This design comes from an exercise in tuning for small area, a short achievable clock period and few clock cycles on the open sky130 flow, not from production work.
In this exercise RTL edits were held to simulation tests only and were not proved equivalent to the original.

v6:
## cpu
module cpu(clk,reset,s,load,in,out,N,V,Z,w);
  input clk, reset, s, load;
  input [15:0] in;
  output [15:0] out;
  output N, V, Z, w;
  reg [13:0] ir;
  wire [13:0] e = load ? {in[14], in[12:0]} : ir;
  always @(posedge clk)
    ir <= e;
  wire       movg = e[13];           
  wire [1:0] op   = e[12:11];        
  wire       movi = movg &  op[1];   
  wire       cmp  = ~movg & ~op[1] &  op[0];
  wire       andi = ~movg &  op[1] & ~op[0];
  wire       inv  = ~movg &  op[0];            
  wire       usea = ~movg & ~(op[1] & op[0]);  
  wire [2:0] rn = e[10:8];
  wire [1:0] sh = e[4:3];
  wire [2:0] rm = e[2:0];
  wire go = s & ~reset;
  reg pend;
  reg [15:0] r0, r1, r2, r3, r4, r5, r6, r7;
  wire [15:0] sum;
  wire        wmovi = ir[13] & ir[12];
  wire [15:0] wdata = wmovi ? {{8{ir[7]}}, ir[7:0]} : sum;
  wire [2:0]  wnum  = wmovi ? ir[10:8] : ir[7:5];
  wire [7:0]  wsel  = pend ? (8'd1 << wnum) : 8'd0;
  always @(posedge clk) begin
    pend <= go & ~cmp;
    if (wsel[0]) r0 <= wdata;
    if (wsel[1]) r1 <= wdata;
    if (wsel[2]) r2 <= wdata;
    if (wsel[3]) r3 <= wdata;
    if (wsel[4]) r4 <= wdata;
    if (wsel[5]) r5 <= wdata;
    if (wsel[6]) r6 <= wdata;
    if (wsel[7]) r7 <= wdata;
  end
  wire [127:0] rf = {r7, r6, r5, r4, r3, r2, r1, r0};
  wire [7:0] dn = 8'd1 << rn;
  ...
export LEC_CHECK = 0
export CAP_MARGIN = 20
export CORE_MARGIN = 2
export CORE_UTILIZATION = 40
export CTS_BUF_LIST = sky130_fd_sc_hd__clkbuf_4 sky130_fd_sc_hd__clkbuf_8
export CTS_CLUSTER_SIZE = 30
export SLEW_MARGIN = 20
export SYNTH_HIERARCHICAL = 1
export TNS_END_PERCENT = 100
create_clock -name core_clock -period 10.0 [get_ports {clk}]
standard.sh (not shown) runs the stock make flow with config.mk's settings and CLKGATE_MAP_FILE= SYNTH_SCRIPT=/design/flow/synth_recipe.tcl, a recipe that flattens the netlist after the stock synthesis.
==> flow/flow/run.sh <==
#!/bin/bash
# Layout: the standard ORFS flow (standard.sh: unchanged synthesis,
# floorplan, power grid, placement, CTS and routing), with two settings
# beyond config.mk's list:
#  - the port buffers that global placement inserts are buf_2 cells
#    (buffer_ports otherwise picks a slow delay buffer);
#  - repair_timing aims at MARGIN ns of setup slack.
# The clock, the constraints and the checks are unchanged.
set -euo pipefail
MARGIN=${MARGIN:-5.3}
bash standard.sh "BUFFER_PORTS_ARGS=-buffer_cell sky130_fd_sc_hd__buf_2" \
  "SETUP_SLACK_MARGIN=$MARGIN" finish > orfs_make.log 2>&1
The flow did not stop early for v6: all stages ran, and the layout cleared the timing, design-rule and antenna checks.
Testbench counts of v6, summed over its fixed seeds: cycles 16,000.
Input changes introduced in v7 (baseline for comparison: v6):
==> flow/run.sh (new file) <==
#!/bin/bash
# synth_recipe.tcl (not shown) runs the flow's synth.tcl, then flattens the netlist and writes it again
# the make line also repeats each setting of config.mk as NAME=value (left out here)
make -C /OpenROAD-flow-scripts/flow DESIGN_CONFIG=/design/flow/config.mk WORK_HOME=/design/flow/orfs CLKGATE_MAP_FILE= SYNTH_SCRIPT=/design/flow/synth_recipe.tcl finish
diff --git a/flow/config.mk b/flow/config.mk
--- a/flow/config.mk
+++ b/flow/config.mk
@@ -12,2 +12,3 @@
 export CTS_CLUSTER_SIZE = 30
+export SETUP_SLACK_MARGIN = 5
 export SLEW_MARGIN = 20
removed: flow/flow/run.sh
removed: flow/standard.sh
==> run notes <==
- Across v7 and v6, none had a timing, DRC or antenna violation.
- v7 — met1 usage in global routing 0.67 points lower, v6 as reference
- v7 vs. v6: worst path setup slack after routing went down by 0.21 ns.
- For number of design-rule violations left by the first detailed-router iteration, v6 and v7 come out practically identical.
- Final max-slew violation count came out exactly the same in v7 and v6.
- Sort v7 and v6 by number of cells on the critical path, descending, and v7 comes first.
- Buffering overhead ended up 0.47 points higher on v7 than on v6.
- Maximum frequency (lower): v7
- On v7: clock latency on the worst-skew pair is 0.02 ns higher than what v6 gave.
- Between v7 and v6, wire length on met3 is higher for v7, v6 comes in under that.
- Via count of the first global-routing pass, v7 vs v6: down by a few percent
- v7 ends up with higher share of the cycle needed by the critical path after routing than v6 does.

[re-timing with driven ports]
How much do the figures lean on ideal ports? The routed layouts below were timed once more, with nothing changed but the port constraints. Step 1 (the two cells are an assumption about what drives the block):
set clk [get_ports {clk}]
set_driving_cell -lib_cell sky130_fd_sc_hd__clkbuf_16 $clk
set_driving_cell -lib_cell sky130_fd_sc_hd__buf_2 [delete_from_list [all_inputs] $clk]
Step 2 moves the port delays by t, midway between the first and last clock arrival at a register: inputs arrive t later, outputs are due t later. That takes back most of the time a late clock gives input paths. Slacks: no drivers / after step 1 / after step 2; pairs: no drivers / after step 1.
run	shift t [ns]	setup slack, ns	worst setup path at the end	clock arrival spread, ns	cell pins on the clock port's net
v6	0.507	5.244 / 5.203 / 4.831	input to register	0.016 / 0.016	1
v7	0.518	5.032 / 5.033 / 4.515	input to register	0.014 / 0.014	1
After both steps every run listed still meets setup and hold. The setup slack of v7, which loses most, moves by +0.001 ns with the drivers and by -0.517 ns with both steps.
